Context: an optimization exercise on an open-source flow, tuned for small area. The choices shown serve that exercise and are no tape-out recipe.
In this exercise RTL edits were held to simulation tests only and were not proved equivalent to the original.
No activity file was given, so power comes from the tool's default toggle rates.

<file path="design/flow/config.mk">
export PLATFORM = sky130hd
export DESIGN_NAME = flash_adc_encoder_top
export DESIGN_NICKNAME = flash_adc_encoder_top
export VERILOG_FILES = /design/flow/design.v
export SDC_FILE = /design/flow/constraint.sdc
export NUM_CORES = 4
export LEC_CHECK = 0
export CAP_MARGIN = 20
export CORE_AREA = 2.5 2.5 97.5 97.5
export CTS_BUF_LIST = sky130_fd_sc_hd__clkbuf_2
export DIE_AREA = 0 0 100 100
export GPL_TIMING_DRIVEN = 0
export PLACE_DENSITY = 0.8
export SETUP_SLACK_MARGIN = -0.16
export SLEW_MARGIN = 20
</file>
<file path="design/flow/constraint.sdc">
create_clock -name core_clock -period 3.0 [get_ports {clk}]
set_input_delay 0.6000 -clock core_clock [delete_from_list [all_inputs] [get_ports {clk}]]
set_output_delay 0.6000 -clock core_clock [all_outputs]
set_load 0.01 [all_outputs]
</file>
<file path="design/flow/design.v">
module flash_adc_encoder_top #(parameter N = 255)(
    input               clk,
    input  [N-1:0]      therm_in,
    output reg [7:0]    code_out
);
    wire n1 = ~(therm_in[254] | therm_in[253]);
    wire n2 = ~n1;
    wire n3 = ~(therm_in[251] | therm_in[250]);
    wire n4 = ~therm_in[252];
    wire n5 = ~(n1 & n4);
    wire n6 = ~((n5 | n3) & n1);
    wire n7 = ~((n3 & therm_in[249]) | therm_in[251]);
    wire n8 = ~(n5 | n7);
    wire n9 = ~(therm_in[247] | therm_in[246]);
    wire n10 = ~(therm_in[243] | therm_in[242]);
    wire n11 = ~(therm_in[245] | therm_in[244]);
    wire n12 = ~(n9 & n11);
    wire n13 = ~((n12 | n10) & n9);
    wire n14 = ~((n9 & therm_in[245]) | therm_in[247]);
    wire n15 = ~((n10 & therm_in[241]) | therm_in[243]);
    wire n16 = ~((n12 | n15) & n14);
    wire n17 = ~(therm_in[249] | therm_in[248] | n5 | ~n3);
    wire n18 = ~((n17 & n16) | n8);
    wire n19 = ~((n17 & n13) | n6);
    wire n20 = ~((n17 & n12) | n5);
    wire n21 = ~(therm_in[239] | therm_in[238]);
    wire n22 = ~(therm_in[235] | therm_in[234]);
    wire n23 = ~(therm_in[237] | therm_in[236]);
    wire n24 = ~(n21 & n23);
    wire n25 = ~((n24 | n22) & n21);
    wire n26 = ~((n21 & therm_in[237]) | therm_in[239]);
    wire n27 = ~((n22 & therm_in[233]) | therm_in[235]);
    wire n28 = ~((n24 | n27) & n26);
    wire n29 = ~(therm_in[231] | therm_in[230]);
    wire n30 = ~(therm_in[227] | therm_in[226]);
    wire n31 = ~(therm_in[229] | therm_in[228]);
    wire n32 = ~(n29 & n31);
    wire n33 = ~((n32 | n30) & n29);
    wire n34 = ~((n29 & therm_in[229]) | therm_in[231]);
    wire n35 = ~((n30 & therm_in[225]) | therm_in[227]);
    wire n36 = ~((n32 | n35) & n34);
    wire n37 = ~(therm_in[233] | therm_in[232] | n24 | ~n22);
    wire n38 = ~((n37 & n36) | n28);
    wire n39 = ~((n37 & n33) | n25);
    wire n40 = ~((n37 & n32) | n24);
    wire n41 = ~(therm_in[241] | therm_in[240] | n12 | ~n10);
    wire n42 = ~(n17 & n41);
    wire n43 = ~((n42 | n38) & n18);
    wire n44 = ~((n42 | n39) & n19);
    wire n45 = ~((n42 | n40) & n20);
    wire n46 = ~((n42 | n37) & n17);
    wire n47 = ~(therm_in[223] | therm_in[222]);
    wire n48 = ~(therm_in[219] | therm_in[218]);
    wire n49 = ~(therm_in[221] | therm_in[220]);
    wire n50 = ~(n47 & n49);
    wire n51 = ~((n50 | n48) & n47);
    wire n52 = ~((n47 & therm_in[221]) | therm_in[223]);
    wire n53 = ~((n48 & therm_in[217]) | therm_in[219]);
    wire n54 = ~((n50 | n53) & n52);
    wire n55 = ~(therm_in[215] | therm_in[214]);
    wire n56 = ~(therm_in[211] | therm_in[210]);
    wire n57 = ~(therm_in[213] | therm_in[212]);
    wire n58 = ~(n55 & n57);
    wire n59 = ~((n58 | n56) & n55);
    wire n60 = ~((n55 & therm_in[213]) | therm_in[215]);
    wire n61 = ~((n56 & therm_in[209]) | therm_in[211]);
    wire n62 = ~((n58 | n61) & n60);
    wire n63 = ~(therm_in[217] | therm_in[216] | n50 | ~n48);
    wire n64 = ~((n63 & n62) | n54);
    wire n65 = ~((n63 & n59) | n51);
    wire n66 = ~((n63 & n58) | n50);
    wire n67 = ~(therm_in[207] | therm_in[206]);
    wire n68 = ~(therm_in[203] | therm_in[202]);
    wire n69 = ~(therm_in[205] | therm_in[204]);
    wire n70 = ~(n67 & n69);
    wire n71 = ~((n70 | n68) & n67);
    wire n72 = ~((n67 & therm_in[205]) | therm_in[207]);
    wire n73 = ~((n68 & therm_in[201]) | therm_in[203]);
    wire n74 = ~((n70 | n73) & n72);
    wire n75 = ~(therm_in[199] | therm_in[198]);
    wire n76 = ~(therm_in[195] | therm_in[194]);
    wire n77 = ~(therm_in[197] | therm_in[196]);
    wire n78 = ~(n75 & n77);
    wire n79 = ~((n78 | n76) & n75);
    wire n80 = ~((n75 & therm_in[197]) | therm_in[199]);
    wire n81 = ~((n76 & therm_in[193]) | therm_in[195]);
    wire n82 = ~((n78 | n81) & n80);
    wire n83 = ~(therm_in[201] | therm_in[200] | n70 | ~n68);
    wire n84 = ~((n83 & n82) | n74);
    wire n85 = ~((n83 & n79) | n71);
    wire n86 = ~((n83 & n78) | n70);
    wire n87 = ~(therm_in[209] | therm_in[208] | n58 | ~n56);
    wire n88 = ~(n63 & n87);
    wire n89 = ~((n88 | n84) & n64);
    wire n90 = ~((n88 | n85) & n65);
    wire n91 = ~((n88 | n86) & n66);
    wire n92 = ~((n88 | n83) & n63);
    wire n93 = ~(therm_in[225] | therm_in[224] | n32 | ~n30);
    wire n94 = ~(n37 & n93);
    wire n95 = ~(n42 | n94);
    wire n96 = ~((n95 & n89) | n43);
    wire n97 = ~((n95 & n90) | n44);
    wire n98 = ~((n95 & n91) | n45);
    wire n99 = ~((n95 & n92) | n46);
    wire n100 = ~((n95 & n88) | n42);
    wire n101 = ~(therm_in[191] | therm_in[190]);
    wire n102 = ~(therm_in[187] | therm_in[186]);
    wire n103 = ~(therm_in[189] | therm_in[188]);
    wire n104 = ~(n101 & n103);
    wire n105 = ~((n104 | n102) & n101);
    wire n106 = ~((n101 & therm_in[189]) | therm_in[191]);
    wire n107 = ~((n102 & therm_in[185]) | therm_in[187]);
    wire n108 = ~((n104 | n107) & n106);
    wire n109 = ~(therm_in[183] | therm_in[182]);
    wire n110 = ~(therm_in[179] | therm_in[178]);
    wire n111 = ~(therm_in[181] | therm_in[180]);
    wire n112 = ~(n109 & n111);
    wire n113 = ~((n112 | n110) & n109);
    wire n114 = ~((n109 & therm_in[181]) | therm_in[183]);
    wire n115 = ~((n110 & therm_in[177]) | therm_in[179]);
    wire n116 = ~((n112 | n115) & n114);
    wire n117 = ~(therm_in[185] | therm_in[184] | n104 | ~n102);
    wire n118 = ~((n117 & n116) | n108);
    wire n119 = ~((n117 & n113) | n105);
    wire n120 = ~((n117 & n112) | n104);
    wire n121 = ~(therm_in[175] | therm_in[174]);
    wire n122 = ~(therm_in[171] | therm_in[170]);
    wire n123 = ~(therm_in[173] | therm_in[172]);
    wire n124 = ~(n121 & n123);
    wire n125 = ~((n124 | n122) & n121);
    wire n126 = ~((n121 & therm_in[173]) | therm_in[175]);
    wire n127 = ~((n122 & therm_in[169]) | therm_in[171]);
    wire n128 = ~((n124 | n127) & n126);
    wire n129 = ~(therm_in[167] | therm_in[166]);
    wire n130 = ~(therm_in[163] | therm_in[162]);
    wire n131 = ~(therm_in[165] | therm_in[164]);
    wire n132 = ~(n129 & n131);
    wire n133 = ~((n132 | n130) & n129);
    wire n134 = ~((n129 & therm_in[165]) | therm_in[167]);
    wire n135 = ~((n130 & therm_in[161]) | therm_in[163]);
    wire n136 = ~((n132 | n135) & n134);
    wire n137 = ~(therm_in[169] | therm_in[168] | n124 | ~n122);
    wire n138 = ~((n137 & n136) | n128);
    wire n139 = ~((n137 & n133) | n125);
    wire n140 = ~((n137 & n132) | n124);
    wire n141 = ~(therm_in[177] | therm_in[176] | n112 | ~n110);
    wire n142 = ~(n117 & n141);
    wire n143 = ~((n142 | n138) & n118);
    wire n144 = ~((n142 | n139) & n119);
    wire n145 = ~((n142 | n140) & n120);
    wire n146 = ~((n142 | n137) & n117);
    wire n147 = ~(therm_in[159] | therm_in[158]);
    wire n148 = ~(therm_in[155] | therm_in[154]);
    wire n149 = ~(therm_in[157] | therm_in[156]);
    wire n150 = ~(n147 & n149);
    wire n151 = ~((n150 | n148) & n147);
    wire n152 = ~((n147 & therm_in[157]) | therm_in[159]);
    wire n153 = ~((n148 & therm_in[153]) | therm_in[155]);
    wire n154 = ~((n150 | n153) & n152);
    wire n155 = ~(therm_in[151] | therm_in[150]);
    wire n156 = ~(therm_in[147] | therm_in[146]);
    wire n157 = ~(therm_in[149] | therm_in[148]);
    wire n158 = ~(n155 & n157);
    wire n159 = ~((n158 | n156) & n155);
    wire n160 = ~((n155 & therm_in[149]) | therm_in[151]);
    wire n161 = ~((n156 & therm_in[145]) | therm_in[147]);
    wire n162 = ~((n158 | n161) & n160);
    wire n163 = ~(therm_in[153] | therm_in[152] | n150 | ~n148);
    wire n164 = ~((n163 & n162) | n154);
    wire n165 = ~((n163 & n159) | n151);
    wire n166 = ~((n163 & n158) | n150);
    wire n167 = ~(therm_in[143] | therm_in[142]);
    wire n168 = ~(therm_in[139] | therm_in[138]);
    wire n169 = ~(therm_in[141] | therm_in[140]);
    wire n170 = ~(n167 & n169);
    wire n171 = ~((n170 | n168) & n167);
    wire n172 = ~((n167 & therm_in[141]) | therm_in[143]);
    wire n173 = ~((n168 & therm_in[137]) | therm_in[139]);
    wire n174 = ~((n170 | n173) & n172);
    wire n175 = ~(therm_in[135] | therm_in[134]);
    wire n176 = ~(therm_in[131] | therm_in[130]);
    wire n177 = ~(therm_in[133] | therm_in[132]);
    wire n178 = ~(n175 & n177);
    wire n179 = ~((n178 | n176) & n175);
    wire n180 = ~((n175 & therm_in[133]) | therm_in[135]);
    wire n181 = ~((n176 & therm_in[129]) | therm_in[131]);
    wire n182 = ~((n178 | n181) & n180);
    wire n183 = ~(therm_in[137] | therm_in[136] | n170 | ~n168);
    wire n184 = ~((n183 & n182) | n174);
    wire n185 = ~((n183 & n179) | n171);
    wire n186 = ~((n183 & n178) | n170);
    wire n187 = ~(therm_in[145] | therm_in[144] | n158 | ~n156);
    wire n188 = ~(n163 & n187);
    wire n189 = ~((n188 | n184) & n164);
    wire n190 = ~((n188 | n185) & n165);
    wire n191 = ~((n188 | n186) & n166);
    wire n192 = ~((n188 | n183) & n163);
    wire n193 = ~(therm_in[161] | therm_in[160] | n132 | ~n130);
    wire n194 = ~(n137 & n193);
    wire n195 = ~(n142 | n194);
    wire n196 = ~((n195 & n189) | n143);
    wire n197 = ~((n195 & n190) | n144);
    wire n198 = ~((n195 & n191) | n145);
    wire n199 = ~((n195 & n192) | n146);
    wire n200 = ~((n195 & n188) | n142);
    wire n201 = ~(therm_in[193] | therm_in[192] | n78 | ~n76);
    wire n202 = ~(n83 & n201);
    wire n203 = ~(n88 | n202);
    wire n204 = ~(n95 & n203);
    wire n205 = ~((n204 | n196) & n96);
    wire n206 = ~((n204 | n197) & n97);
    wire n207 = ~((n204 | n198) & n98);
    wire n208 = ~((n204 | n199) & n99);
    wire n209 = ~((n204 | n200) & n100);
    wire n210 = ~((n204 | n195) & n95);
    wire n211 = ~(therm_in[127] | therm_in[126]);
    wire n212 = ~(therm_in[123] | therm_in[122]);
    wire n213 = ~(therm_in[125] | therm_in[124]);
    wire n214 = ~(n211 & n213);
    wire n215 = ~((n214 | n212) & n211);
    wire n216 = ~((n211 & therm_in[125]) | therm_in[127]);
    wire n217 = ~((n212 & therm_in[121]) | therm_in[123]);
    wire n218 = ~((n214 | n217) & n216);
    wire n219 = ~(therm_in[119] | therm_in[118]);
    wire n220 = ~(therm_in[115] | therm_in[114]);
    wire n221 = ~(therm_in[117] | therm_in[116]);
    wire n222 = ~(n219 & n221);
    wire n223 = ~((n222 | n220) & n219);
    wire n224 = ~((n219 & therm_in[117]) | therm_in[119]);
    wire n225 = ~((n220 & therm_in[113]) | therm_in[115]);
    wire n226 = ~((n222 | n225) & n224);
    wire n227 = ~(therm_in[121] | therm_in[120] | n214 | ~n212);
    wire n228 = ~((n227 & n226) | n218);
    wire n229 = ~((n227 & n223) | n215);
    wire n230 = ~((n227 & n222) | n214);
    wire n231 = ~(therm_in[111] | therm_in[110]);
    wire n232 = ~(therm_in[107] | therm_in[106]);
    wire n233 = ~(therm_in[109] | therm_in[108]);
    wire n234 = ~(n231 & n233);
    wire n235 = ~((n234 | n232) & n231);
    wire n236 = ~((n231 & therm_in[109]) | therm_in[111]);
    wire n237 = ~((n232 & therm_in[105]) | therm_in[107]);
    wire n238 = ~((n234 | n237) & n236);
    wire n239 = ~(therm_in[103] | therm_in[102]);
    wire n240 = ~(therm_in[99] | therm_in[98]);
    wire n241 = ~(therm_in[101] | therm_in[100]);
    wire n242 = ~(n239 & n241);
    wire n243 = ~((n242 | n240) & n239);
    wire n244 = ~((n239 & therm_in[101]) | therm_in[103]);
    wire n245 = ~((n240 & therm_in[97]) | therm_in[99]);
    wire n246 = ~((n242 | n245) & n244);
    wire n247 = ~(therm_in[105] | therm_in[104] | n234 | ~n232);
    wire n248 = ~((n247 & n246) | n238);
    wire n249 = ~((n247 & n243) | n235);
    wire n250 = ~((n247 & n242) | n234);
    wire n251 = ~(therm_in[113] | therm_in[112] | n222 | ~n220);
    wire n252 = ~(n227 & n251);
    wire n253 = ~((n252 | n248) & n228);
    wire n254 = ~((n252 | n249) & n229);
    wire n255 = ~((n252 | n250) & n230);
    wire n256 = ~((n252 | n247) & n227);
    wire n257 = ~(therm_in[95] | therm_in[94]);
    wire n258 = ~(therm_in[91] | therm_in[90]);
    wire n259 = ~(therm_in[93] | therm_in[92]);
    wire n260 = ~(n257 & n259);
    wire n261 = ~((n260 | n258) & n257);
    wire n262 = ~((n257 & therm_in[93]) | therm_in[95]);
    wire n263 = ~((n258 & therm_in[89]) | therm_in[91]);
    wire n264 = ~((n260 | n263) & n262);
    wire n265 = ~(therm_in[87] | therm_in[86]);
    wire n266 = ~(therm_in[83] | therm_in[82]);
    wire n267 = ~(therm_in[85] | therm_in[84]);
    wire n268 = ~(n265 & n267);
    wire n269 = ~((n268 | n266) & n265);
    wire n270 = ~((n265 & therm_in[85]) | therm_in[87]);
    wire n271 = ~((n266 & therm_in[81]) | therm_in[83]);
    wire n272 = ~((n268 | n271) & n270);
    wire n273 = ~(therm_in[89] | therm_in[88] | n260 | ~n258);
    wire n274 = ~((n273 & n272) | n264);
    wire n275 = ~((n273 & n269) | n261);
    wire n276 = ~((n273 & n268) | n260);
    wire n277 = ~(therm_in[79] | therm_in[78]);
    wire n278 = ~(therm_in[75] | therm_in[74]);
    wire n279 = ~(therm_in[77] | therm_in[76]);
    wire n280 = ~(n277 & n279);
    wire n281 = ~((n280 | n278) & n277);
    wire n282 = ~((n277 & therm_in[77]) | therm_in[79]);
    wire n283 = ~((n278 & therm_in[73]) | therm_in[75]);
    wire n284 = ~((n280 | n283) & n282);
    wire n285 = ~(therm_in[71] | therm_in[70]);
    wire n286 = ~(therm_in[67] | therm_in[66]);
    wire n287 = ~(therm_in[69] | therm_in[68]);
    wire n288 = ~(n285 & n287);
    wire n289 = ~((n288 | n286) & n285);
    wire n290 = ~((n285 & therm_in[69]) | therm_in[71]);
    wire n291 = ~((n286 & therm_in[65]) | therm_in[67]);
    wire n292 = ~((n288 | n291) & n290);
    wire n293 = ~(therm_in[73] | therm_in[72] | n280 | ~n278);
    wire n294 = ~((n293 & n292) | n284);
    wire n295 = ~((n293 & n289) | n281);
    wire n296 = ~((n293 & n288) | n280);
    wire n297 = ~(therm_in[81] | therm_in[80] | n268 | ~n266);
    wire n298 = ~(n273 & n297);
    wire n299 = ~((n298 | n294) & n274);
    wire n300 = ~((n298 | n295) & n275);
    wire n301 = ~((n298 | n296) & n276);
    wire n302 = ~((n298 | n293) & n273);
    wire n303 = ~(therm_in[97] | therm_in[96] | n242 | ~n240);
    wire n304 = ~(n247 & n303);
    wire n305 = ~(n252 | n304);
    wire n306 = ~((n305 & n299) | n253);
    wire n307 = ~((n305 & n300) | n254);
    wire n308 = ~((n305 & n301) | n255);
    wire n309 = ~((n305 & n302) | n256);
    wire n310 = ~((n305 & n298) | n252);
    wire n311 = ~(therm_in[63] | therm_in[62]);
    wire n312 = ~(therm_in[59] | therm_in[58]);
    wire n313 = ~(therm_in[61] | therm_in[60]);
    wire n314 = ~(n311 & n313);
    wire n315 = ~((n314 | n312) & n311);
    wire n316 = ~((n311 & therm_in[61]) | therm_in[63]);
    wire n317 = ~((n312 & therm_in[57]) | therm_in[59]);
    wire n318 = ~((n314 | n317) & n316);
    wire n319 = ~(therm_in[55] | therm_in[54]);
    wire n320 = ~(therm_in[51] | therm_in[50]);
    wire n321 = ~(therm_in[53] | therm_in[52]);
    wire n322 = ~(n319 & n321);
    wire n323 = ~((n322 | n320) & n319);
    wire n324 = ~((n319 & therm_in[53]) | therm_in[55]);
    wire n325 = ~((n320 & therm_in[49]) | therm_in[51]);
    wire n326 = ~((n322 | n325) & n324);
    wire n327 = ~(therm_in[57] | therm_in[56] | n314 | ~n312);
    wire n328 = ~((n327 & n326) | n318);
    wire n329 = ~((n327 & n323) | n315);
    wire n330 = ~((n327 & n322) | n314);
    wire n331 = ~(therm_in[47] | therm_in[46]);
    wire n332 = ~(therm_in[43] | therm_in[42]);
    wire n333 = ~(therm_in[45] | therm_in[44]);
    wire n334 = ~(n331 & n333);
    wire n335 = ~((n334 | n332) & n331);
    wire n336 = ~((n331 & therm_in[45]) | therm_in[47]);
    wire n337 = ~((n332 & therm_in[41]) | therm_in[43]);
    wire n338 = ~((n334 | n337) & n336);
    wire n339 = ~(therm_in[39] | therm_in[38]);
    wire n340 = ~(therm_in[35] | therm_in[34]);
    wire n341 = ~(therm_in[37] | therm_in[36]);
    wire n342 = ~(n339 & n341);
    wire n343 = ~((n342 | n340) & n339);
    wire n344 = ~((n339 & therm_in[37]) | therm_in[39]);
    wire n345 = ~((n340 & therm_in[33]) | therm_in[35]);
    wire n346 = ~((n342 | n345) & n344);
    wire n347 = ~(therm_in[41] | therm_in[40] | n334 | ~n332);
    wire n348 = ~((n347 & n346) | n338);
    wire n349 = ~((n347 & n343) | n335);
    wire n350 = ~((n347 & n342) | n334);
    wire n351 = ~(therm_in[49] | therm_in[48] | n322 | ~n320);
    wire n352 = ~(n327 & n351);
    wire n353 = ~((n352 | n348) & n328);
    wire n354 = ~((n352 | n349) & n329);
    wire n355 = ~((n352 | n350) & n330);
    wire n356 = ~((n352 | n347) & n327);
    wire n357 = ~(therm_in[31] | therm_in[30]);
    wire n358 = ~(therm_in[27] | therm_in[26]);
    wire n359 = ~(therm_in[29] | therm_in[28]);
    wire n360 = ~(n357 & n359);
    wire n361 = ~((n360 | n358) & n357);
    wire n362 = ~((n357 & therm_in[29]) | therm_in[31]);
    wire n363 = ~((n358 & therm_in[25]) | therm_in[27]);
    wire n364 = ~((n360 | n363) & n362);
    wire n365 = ~(therm_in[23] | therm_in[22]);
    wire n366 = ~(therm_in[19] | therm_in[18]);
    wire n367 = ~(therm_in[21] | therm_in[20]);
    wire n368 = ~(n365 & n367);
    wire n369 = ~((n368 | n366) & n365);
    wire n370 = ~((n365 & therm_in[21]) | therm_in[23]);
    wire n371 = ~((n366 & therm_in[17]) | therm_in[19]);
    wire n372 = ~((n368 | n371) & n370);
    wire n373 = ~(therm_in[25] | therm_in[24] | n360 | ~n358);
    wire n374 = ~((n373 & n372) | n364);
    wire n375 = ~((n373 & n369) | n361);
    wire n376 = ~((n373 & n368) | n360);
    wire n377 = ~(therm_in[15] | therm_in[14]);
    wire n378 = ~(therm_in[11] | therm_in[10]);
    wire n379 = ~(therm_in[13] | therm_in[12]);
    wire n380 = ~(n377 & n379);
    wire n381 = ~((n380 | n378) & n377);
    wire n382 = ~((n377 & therm_in[13]) | therm_in[15]);
    wire n383 = ~((n378 & therm_in[9]) | therm_in[11]);
    wire n384 = ~((n380 | n383) & n382);
    wire n385 = ~(therm_in[7] | therm_in[6]);
    wire n386 = ~(therm_in[3] | therm_in[2]);
    wire n387 = ~(therm_in[5] | therm_in[4]);
    wire n388 = ~(n385 & n387);
    wire n389 = ~((n388 | n386) & n385);
    wire n390 = ~((n385 & therm_in[5]) | therm_in[7]);
    wire n391 = ~((n386 & therm_in[1]) | therm_in[3]);
    wire n392 = ~((n388 | n391) & n390);
    wire n393 = ~(therm_in[9] | therm_in[8] | n380 | ~n378);
    wire n394 = ~((n393 & n392) | n384);
    wire n395 = ~((n393 & n389) | n381);
    wire n396 = ~((n393 & n388) | n380);
    wire n397 = ~(therm_in[17] | therm_in[16] | n368 | ~n366);
    wire n398 = ~(n373 & n397);
    wire n399 = ~((n398 | n394) & n374);
    wire n400 = ~((n398 | n395) & n375);
    wire n401 = ~((n398 | n396) & n376);
    wire n402 = ~((n398 | n393) & n373);
    wire n403 = ~(therm_in[33] | therm_in[32] | n342 | ~n340);
    wire n404 = ~(n347 & n403);
    wire n405 = ~(n352 | n404);
    wire n406 = ~((n405 & n399) | n353);
    wire n407 = ~((n405 & n400) | n354);
    wire n408 = ~((n405 & n401) | n355);
    wire n409 = ~((n405 & n402) | n356);
    wire n410 = ~((n405 & n398) | n352);
    wire n411 = ~(therm_in[65] | therm_in[64] | n288 | ~n286);
    wire n412 = ~(n293 & n411);
    wire n413 = ~(n298 | n412);
    wire n414 = ~(n305 & n413);
    wire n415 = ~((n414 | n406) & n306);
    wire n416 = ~((n414 | n407) & n307);
    wire n417 = ~((n414 | n408) & n308);
    wire n418 = ~((n414 | n409) & n309);
    wire n419 = ~((n414 | n410) & n310);
    wire n420 = ~((n414 | n405) & n305);
    wire n421 = ~(therm_in[129] | therm_in[128] | n178 | ~n176);
    wire n422 = ~(n183 & n421);
    wire n423 = ~(n188 | n422);
    wire n424 = ~(n195 & n423);
    wire n425 = ~(n204 | n424);
    wire n426 = (n425 & n415) | n205;
    wire n427 = (n425 & n416) | n206;
    wire n428 = (n425 & n417) | n207;
    wire n429 = (n425 & n418) | n208;
    wire n430 = (n425 & n419) | n209;
    wire n431 = (n425 & n420) | n210;
    wire n432 = (n425 & n414) | n204;
    wire n433 = ~n425;
    wire [7:0] bin_code = {n433, n432, n431, n430, n429, n428, n427, n426};
    always @(posedge clk) begin
        code_out <= bin_code;
    end
endmodule
</file>
<file path="design/flow/flow/run.sh">
#!/bin/bash
# Layout flow: the standard ORFS flow, with two changes.
#  - Synthesis maps with an area-oriented ABC script (flow/abc_area.script):
#    the same ORFS synthesis otherwise, so the registers and their names match.
#  - The port buffers are sky130_fd_sc_hd__buf_1 cells.
set -euo pipefail
cd "$(dirname "$0")/.."
rm -rf scripts_own
cp -r "$FLOW_HOME/scripts" scripts_own
cp flow/abc_area.script scripts_own/abc_area.script
bash standard.sh SCRIPTS_DIR="$PWD/scripts_own" ABC_AREA=1 \
  "BUFFER_PORTS_ARGS=-buffer_cell sky130_fd_sc_hd__buf_1" finish > standard.log 2>&1
</file>
<file path="design/flow/flow/abc_area.script">
strash; &get -n; &st; &nf -a -R 1000 -F 8 -A 8; &put; topo; stime -c
</file>
<file path="design/flow/standard.sh">
#!/bin/bash
# synth_recipe.tcl (not shown) runs the flow's synth.tcl, then flattens the netlist and writes it again
# the make line also repeats each setting of config.mk as NAME=value (left out here)
make -C /OpenROAD-flow-scripts/flow DESIGN_CONFIG=/design/flow/config.mk WORK_HOME=/design/flow/orfs CLKGATE_MAP_FILE= SYNTH_SCRIPT=/design/flow/synth_recipe.tcl "${@:-finish}"
</file>
==> flow_summary.ini, run 1 <==
[status]
run_status = no timing/DRC/antenna violations

[final_layout]
largestRegisters = code_out (8)
fin_nets = 936
drive_gt1_share_pct = 1.03
fill_cells = 980
stdcell_area_mm2 = 0.00335
n_antenna_cell = 0
area_delta_synth_final_pct = 53.4
multi_input_area_mm2 = 0.00206
seqCellArea_um2 = 160
largest_reg_flops = 8
regMostFlops = code_out

[synthesis]
synth_top_area_share_pct = 25.4
synth-seq-area-share_pct = 7.32
ys_seq_elements = 8
synth_area_per_cell_um2 = 5.30
synth_common_cells = 111 x a21oi_1, 99 x nor2_1, 82 x o21ai_0
syn_inst = 413
ys_async_sr_fraction_pct = 0
yosysWarnings = 1
ys.flop_type = dfxtp_1
synth_top_area_cell = a21oi_1
yosysMostFrequentCell = a21oi_1
synth_edf_count = 0
synth_nets = 669
synth.distinct_cells = 20
ys_top_cells_by_area = a21oi_1 25%, o21ai_0 19%, nor2_1 17%
syn-cell-area_mm2 = 0.00219

[setup_path]
path_class = primary input to flop
crit_path_frequent_cell = nor2_1
cp-start-kind = primary input
crit_buf_inv = 1
cp_max_fo = 8
cp.required_ns = 3.15
crit_path_top_delay_cell = nor4b_1
crit_chain = buf_1 > nor2_1 > nand2_1 > nor4b_1 > nand3_1 > nor2_1 > nand4_1 > o221ai_1
cp_data_arrival_time_ns = 3.01
endpoint_kind = flop
cpLargestDelayFamily = simple AND/OR/NAND/NOR gates
slowest_delay_ns = 0.64

[cts]
clkSlewWorstSetupHoldPaths_ns = 0.07
cts.path.max_buffers = 2
root_buffer = clkbuf_2
clock_sinks = 8
cts-resized-gates = 1
cts_tree = yes
postCtsSetupBuffers = 0
cts_inserted_buffers = 3
htreeDepth = 1
cts_hold_buffers = 0

[pwr]
peakVddDrop_mv = 0.114
total_power_uw = 477
power.leakage_nw = 0.987
powerDensity_mw_per_mm2 = 142

[placed_design]
post-place-ws_ns = -0.613
dpl-instance-area_mm2 = 0.00331
hpwl_mm = 8.96
place_congestion = 0.995
port_buffers = 262

[detailed_routing]
drtIter0Drc = 190
wl_met3_um = 902
wire_per_inst_um = 12.9
detailedRoute.firstPassIterationCount = 4
drc = 0
vias = 4125
dr_wl_met2_mm = 4.94
via_per_inst = 5.25
wl_met1_mm = 4.16
finalWirelength_mm = 10.1
postRouteAntennaNets = 0
highest_layer = met4

[floorplan]
io_pins = 264
die_width_um = 100
initial_core_util_pct = 25.1
die_h_um = 100
dieArea_mm2 = 0.0100
core_region_area_mm2 = 0.00872
fp-row-count = 34

[sta]
slew_headroom_pct = 45.1
setup_slack_ns = 0.139
finalCritPeriodShare_pct = 95.4
tns_ns = 0
period_needed_ns = 2.86
worstMarginPinSlew_ns = 0.813
slew_viol_final = 0
setup_viol = 0
fmax_mhz = 350
hold_viol_final = 0

[global_route]
grt_pass1_wl_mm = 15.4
grt_overflow = 0
antenna_found_initial = 0
grtUsageTotal_pct = 18.6
grt_max_degree = 9
grt_pass1_vias = 3787

[job]
maxCapViolCount = 0

[worst_hold_path]
hold_depth = 5
whs_endpoint = code_out[1]$_DFF_P_
hp-start = therm_in[253]
hold_class = primary input to flop
==> report_power, final <==
| part | internal (mW) | total [mW] | switching [mW] |
|---|---|---|---|
| clock network | 0.0273 | 0.0673 | 0.0401 |
| registers | 0.108 | 0.109 | 0.000540 |
| logic | 0.135 | 0.301 | 0.166 |
| total | 0.271 | 0.477 | 0.206 |
==> logic make-up (layout without fill, tap and decap cells) <==
group,Yosys count,count (layout),share of synthesized area [%]
buf+inv,1,266,0.171
flops,8,8,7.32
simple gates,182,182,37.0
compound gates,222,222,55.5
==> placed cells by master, fill, tap and decap left out, types with 2 or more instances in the layout <==
cell | Yosys | final
a21oi_1 | 111 | 111
o21bai_1 | 2 | 2
a21boi_0 | 2 | 2
nor4b_1 | 15 | 12
nand4_1 | 2 | 2
dfxtp_1 | 8 | 8
buf_1 | 0 | 262
o221ai_1 | 13 | 13
nand2_1 | 33 | 33
nor3_1 | 16 | 16
nor4b_2 | 0 | 3
nand3_1 | 13 | 13
o21ai_0 | 82 | 82
nor2_1 | 99 | 99
a221oi_1 | 9 | 9
clkbuf_2 | 0 | 3
==> worst max-delay path by stage <==
stage	from	to	slack, ns	cells past startpoint
floorplan	therm_in[252]	code_out[5]$_DFF_P_	0.28	6
global placement	therm_in[127]	code_out[2]$_DFF_P_	-0.56	8
detailed placement	therm_in[127]	code_out[2]$_DFF_P_	-0.61	8
CTS	therm_in[252]	code_out[5]$_DFF_P_	-0.13	7
global route	therm_in[190]	code_out[1]$_DFF_P_	-0.13	8
finish	therm_in[191]	code_out[5]$_DFF_P_	0.14	8
==> per-stage QoR <==
stage / hold slack, ns / std cells / utilization (%)
floorplan: 0.813 / 413 / -
global placement: 0.996 / 783 / 37.9
detailed placement: 1.00 / 783 / 37.9
CTS: 0.753 / 786 / 38.1
global route: 0.823 / 786 / 38.5
finish: 0.775 / 786 / 38.5
==> cell type report <==
| class | count | area share (%) |
|---|---|---|
| Clock buffer | 3 | 0.448 |
| Timing Repair Buffer | 262 | 29.3 |
| Inverter | 1 | 0.112 |
| Tap cell | 108 | 4.03 |
| Sequential cell | 8 | 4.77 |
| Multi-Input combinational cell | 404 | 61.3 |
==> layer usage <==
| layer | vias up | global-route usage (%) |
|---|---|---|
| met3 | 12 | 3.13 |
| li1 | 2130 | - |
| met2 | 192 | 34.4 |
| met5 | - | 0 |
| met4 | 0 | 4.26 |
| met1 | 1791 | 22.3 |
==> inputs of run 2 (changes only) <==
--- a/design/flow/flow/run.sh
+++ b/design/flow/flow/run.sh
@@ -10,3 +10,4 @@
 cp flow/abc_area.script scripts_own/abc_area.script
 bash standard.sh SCRIPTS_DIR="$PWD/scripts_own" ABC_AREA=1 \
-  "BUFFER_PORTS_ARGS=-buffer_cell sky130_fd_sc_hd__buf_1" finish > standard.log 2>&1
+  "BUFFER_PORTS_ARGS=-buffer_cell sky130_fd_sc_hd__buf_1" \
+  SKIP_CTS_REPAIR_TIMING=1 RECOVER_POWER=100 finish > standard.log 2>&1
--- a/design/flow/config.mk
+++ b/design/flow/config.mk
@@ -7,9 +7,7 @@
 export LEC_CHECK = 0
 export CAP_MARGIN = 20
-export CORE_AREA = 2.5 2.5 97.5 97.5
+export CORE_AREA = 2.5 2.5 87.5 87.5
 export CTS_BUF_LIST = sky130_fd_sc_hd__clkbuf_2
-export DIE_AREA = 0 0 100 100
+export DIE_AREA = 0 0 90 90
 export GPL_TIMING_DRIVEN = 0
-export PLACE_DENSITY = 0.8
-export SETUP_SLACK_MARGIN = -0.16
 export SLEW_MARGIN = 20
==> run 2 against run 1 <==
Compared with the run above: cell count shrank 1.1%; combinational power is 1% higher; routed wire length down 1.3%; critical path type unchanged; critical endpoint is now code_out[3]$_DFF_P_.
==> flow_summary.ini, run 2 <==
[synthesis]
synth.distinct_cells = 20
synth_top_area_cell = a21oi_1
syn-cell-area_mm2 = 0.00219
yosysWarnings = 1
synth_nets = 669
synth_common_cells = 111 x a21oi_1, 99 x nor2_1, 82 x o21ai_0
synth-seq-area-share_pct = 7.32
synth_area_per_cell_um2 = 5.30
ys_async_sr_fraction_pct = 0
synth_edf_count = 0
ys_top_cells_by_area = a21oi_1 25%, o21ai_0 19%, nor2_1 17%
ys.flop_type = dfxtp_1
yosysMostFrequentCell = a21oi_1
ys_seq_elements = 8
syn_inst = 413
synth_top_area_share_pct = 25.4

[global_route]
antenna_found_initial = 0
grt_overflow = 0
grt_pass1_wl_mm = 15.4
grt_max_degree = 9
grt_pass1_vias = 3770
grtUsageTotal_pct = 21.8

[setup_path]
crit_path_top_delay_cell = nor4b_1
cp-start-kind = primary input
path_class = primary input to flop
cp_data_arrival_time_ns = 2.89
cp.required_ns = 3.14
cp_max_fo = 7
crit_chain = buf_1 > nor2_1 > nand2_1 > nor4b_1 > nand3_1 > nor4_2 > a221oi_1 > o221ai_1
endpoint_kind = flop
slowest_delay_ns = 0.64

[floorplan]
fp-row-count = 31
die_h_um = 90
dieArea_mm2 = 0.00810
initial_core_util_pct = 30.6
die_width_um = 90
core_region_area_mm2 = 0.00714
io_pins = 264

[detailed_routing]
drtIter0Drc = 110
postRouteAntennaNets = 0
finalWirelength_mm = 10.0
drc = 0
detailedRoute.firstPassIterationCount = 4
wire_per_inst_um = 12.9
vias = 4174
via_per_inst = 5.37

[sta]
period_needed_ns = 2.75
setup_viol = 0
fmax_mhz = 364
slew_viol_final = 0
slew_headroom_pct = 49.4
rsz0062_at_grt = no
worstMarginPinSlew_ns = 0.749
finalCritPeriodShare_pct = 91.7
hold_viol_final = 0

[final_layout]
area_delta_synth_final_pct = 53.5
regMostFlops = code_out
final_common_cell = buf_1
stdcell_count = 777
drive_gt1_share_pct = 1.47
largestRegisters = code_out (8)
largest_reg_flops = 8
n_antenna_cell = 0
final_cell_mix = 262 x buf_1, 111 x a21oi_1, 98 x nor2_1
stdcell_area_mm2 = 0.00336
fin_nets = 936

[cts]
cts.path.max_buffers = 2
clkSlewWorstSetupHoldPaths_ns = 0.06
cts_tree = yes
clock_sinks = 8
htreeDepth = 1
root_buffer = clkbuf_2
cts_inserted_buffers = 3

[job]
maxCapViolCount = 0

[placed_design]
dp_cells = 774
place_congestion = 0.867
hpwl_mm = 8.85
port_buffers = 262
dpl-instance-area_mm2 = 0.00329

[pwr]
powerDensity_mw_per_mm2 = 140
power.leakage_nw = 0.976
peakVddDrop_mv = 0.0852
total_power_uw = 471

[worst_hold_path]
hold_class = primary input to flop

[status]
run_status = no timing/DRC/antenna violations
## run 2: cell types whose count changed in the layout (fill, tap and decap cells not counted)
cell,change
nor2_2,+1
nor4b_2,+1
nor4_4,-1
nor4b_4,+1
nor4_2,+1
nor2_1,-1
nor4b_1,-2
## run 2: worst paths after layout
check	end	cells after the start	from	slack [ns]
setup / recovery	code_out[3]$_DFF_P_	8	therm_in[79]	0.25
hold / removal	code_out[1]$_DFF_P_	5	therm_in[254]	0.74
## run 2: worst max-delay path: cells and delay by family
kind	cells	cell delay, ns
AND/OR/NAND/NOR	5	1.71
buffers and inverters	1	0.09
AO/OA/AOI/OAI	2	0.48
## run 2: logic make-up (layout without fill, tap and decap cells)
group	count (synthesis)	after routing	synth area share (%)
compound gates	222	222	55.5
buf+inv	1	266	0.171
flops	8	8	7.32
simple gates	182	182	37.0
## run 2: layout make-up
class                   count  area, um^2
flip-flops and latches      8         160
multi-input cells         404        2070
clock buffers               3        15.0
well taps                  99         124
inverters                   1        3.75
fillers                   826        3780
repair buffers            262         983
## run 2: power by group
| group | switching (mW) | total [mW] | internal (mW) |
|---|---|---|---|
| registers | 0.000486 | 0.109 | 0.108 |
| logic | 0.169 | 0.305 | 0.136 |
| clock network | 0.0305 | 0.0577 | 0.0272 |
## run 2: per-layer routing
| metal | vias to the layer above | wire length (um) | global-route usage (%) |
|---|---|---|---|
| met4 | 0 | 139 | 4.49 |
| met2 | 192 | 5090 | 42.2 |
| li1 | 2118 | - | - |
| met3 | 14 | 746 | 2.85 |
| met5 | - | 0 | 0 |
| met1 | 1850 | 4030 | 25.5 |
## run 2: stage by stage
stage               setup WS (ns)  hold slack, ns  util (%)  TNS (ns)
floorplan                   0.281           0.813         -         0
detailed placement         -0.520           0.965      46.2     -3.74
global placement           -0.487           0.962      46.2     -3.68
global route               0.0730           0.812      47.1         0
finish                      0.250           0.738      47.1         0
CTS                        -0.305           0.722      46.4     -1.99
==> inputs of run 3 (changes only) <==
--- a/design/flow/config.mk
+++ b/design/flow/config.mk
@@ -11,3 +11,4 @@
 export DIE_AREA = 0 0 90 90
 export GPL_TIMING_DRIVEN = 0
+export SETUP_SLACK_MARGIN = -0.08
 export SLEW_MARGIN = 20
==> run 3 against run 2 <==
Compared with the run above: fmax is 1.4% lower; utilization is 0.12 points lower; sequential power about the same; critical path type unchanged; critical endpoint is now code_out[5]$_DFF_P_.
==> flow_summary.ini, run 3 <==
[pwr]
total_power_uw = 470
powerDensity_mw_per_mm2 = 140
power.leakage_nw = 0.971
peakVddDrop_mv = 0.0853

[detailed_routing]
wire_per_inst_um = 12.9
via_per_inst = 5.37
drc = 0
postRouteAntennaNets = 0
finalWirelength_mm = 10.0
detailedRoute.firstPassIterationCount = 6
drtIter0Drc = 108
vias = 4171

[global_route]
grt_overflow = 0
grtUsageTotal_pct = 21.8
antenna_found_initial = 0
grt_pass1_wl_mm = 15.4
grt_pass1_vias = 3770
grt_max_degree = 9

[final_layout]
area_delta_synth_final_pct = 53.1
stdcell_area_mm2 = 0.00335
drive_gt1_share_pct = 1.47
fin_nets = 936
largest_reg_flops = 8
final_common_cell = buf_1
largestRegisters = code_out (8)
stdcell_count = 777
final_cell_mix = 262 x buf_1, 111 x a21oi_1, 98 x nor2_1
regMostFlops = code_out
n_antenna_cell = 0
fin_util_pct = 46.9

[synthesis]
yosysWarnings = 1
ys_async_sr_fraction_pct = 0
synth_nets = 669
synth_common_cells = 111 x a21oi_1, 99 x nor2_1, 82 x o21ai_0
syn_inst = 413
syn-cell-area_mm2 = 0.00219
synth_area_per_cell_um2 = 5.30
ys_top_cells_by_area = a21oi_1 25%, o21ai_0 19%, nor2_1 17%
ys_seq_elements = 8
synth_top_area_cell = a21oi_1
ys.flop_type = dfxtp_1
synth_top_area_share_pct = 25.4
yosysMostFrequentCell = a21oi_1
synth_edf_count = 0
synth.distinct_cells = 20
synth-seq-area-share_pct = 7.32

[worst_hold_path]
hold_class = primary input to flop

[floorplan]
die_h_um = 90
io_pins = 264
core_region_area_mm2 = 0.00714
fp-row-count = 31
dieArea_mm2 = 0.00810
die_width_um = 90
initial_core_util_pct = 30.6

[cts]
cts_tree = yes
htreeDepth = 1
root_buffer = clkbuf_2
clkSlewWorstSetupHoldPaths_ns = 0.06
cts_inserted_buffers = 3
clock_sinks = 8
cts.path.max_buffers = 2

[setup_path]
path_class = primary input to flop
cp.required_ns = 3.14
cp_data_arrival_time_ns = 2.93
endpoint_kind = flop
cp-start-kind = primary input
cp_max_fo = 8

[placed_design]
dp_cells = 774
port_buffers = 262
place_congestion = 0.867
hpwl_mm = 8.85
dpl-instance-area_mm2 = 0.00329

[sta]
slew_headroom_pct = 48.0
worstMarginPinSlew_ns = 0.769
fmax_mhz = 358
period_needed_ns = 2.79
hold_viol_final = 0
setup_viol = 0
slew_viol_final = 0
finalCritPeriodShare_pct = 93.0

[job]
maxCapViolCount = 0

[status]
run_status = no timing/DRC/antenna violations
## run 3: cell types whose count changed in the layout (fill, tap and decap cells not counted)
cell	change
nor4b_2	+1
nor4b_4	-1
## run 3: per-layer routing
layer	global-route usage [%]	share of wire (%)	vias up
li1	-	-	2121
met1	25.5	40	1852
met2	42.2	51	182
met3	2.85	7.0	16
met4	4.49	1.4	0
met5	0	0	-
## run 3: area by class of cell
cell class | count | area (um^2)
well taps | 99 | 124
multi-input cells | 404 | 2060
flip-flops and latches | 8 | 160
repair buffers | 262 | 983
inverters | 1 | 3.75
clock buffers | 3 | 15.0
fillers | 827 | 3790
## run 3: worst paths after layout
kind          start                  end  slack (ns)  depth (start not counted)
max   therm_in[252]  code_out[5]$_DFF_P_        0.21                          7
min   therm_in[254]  code_out[1]$_DFF_P_        0.74                          5
## run 3: worst max-delay path, stage by stage
cell	delay [ns]
buf_1	0.09
or3_1	0.46
nor4b_2	0.53
nand3_1	0.31
nor2_2	0.34
nand4_1	0.33
o221ai_1	0.27
## run 3: through the flow
stage | hold slack (ns) | TNS (ns) | setup WS [ns]
2_1_floorplan | 0.813 | 0 | 0.281
3_3_place_gp | 0.962 | -3.68 | -0.487
3_5_place_dp | 0.965 | -3.74 | -0.520
4_1_cts | 0.722 | -1.99 | -0.305
5_1_grt | 0.812 | -0.0160 | -0.0160
6_report | 0.744 | 0 | 0.210
## run 3: cell families after synthesis
group                  after synthesis  share of synthesized area [%]
AOI/OAI and AO/OA                  222                           55.5
buffers and inverters                1                          0.171
DFF                                  8                           7.32
and+or+nand+nor                    182                           37.0
## run 3: power breakdown
| part | total (mW) | switching [mW] | internal [mW] |
|---|---|---|---|
| sequential | 0.109 | 0.000460 | 0.108 |
| combinational | 0.304 | 0.168 | 0.136 |
| clock | 0.0577 | 0.0305 | 0.0272 |
| total | 0.470 | 0.199 | 0.271 |

## static timing again, ports no longer ideal
How much do the figures lean on ideal ports? The routed layouts below were timed once more, with nothing changed but the port constraints. Step 1 assumes that a clkbuf_16 drives the clock port and a buf_2 every other input. Step 2, shift: input delay + t, output delay - t, t = (earliest + latest rising clock arrival at the registers) / 2. This alone moves slack from input paths to output paths. Slacks: ideal / step 1 / step 2; pairs: ideal / step 1.
run	shift t [ns]	setup WS [ns]	worst hold slack (ns)	worst setup path at the end	cell pins on the clock port's net
run 1	0.263	0.139 / 0.142 / -0.121	0.775 / 0.786 / 1.034	input to register	1
run 2	0.240	0.250 / 0.251 / 0.011	0.738 / 0.741 / 0.981	input to register	1
run 3	0.240	0.210 / 0.206 / -0.034	0.744 / 0.747 / 0.987	input to register	1
Met with ideal ports but missed after step 2: setup timing in run 1 and run 3. For run 1, which loses most, drivers alone change the setup slack by +0.003 ns; drivers and shift together by -0.260 ns.
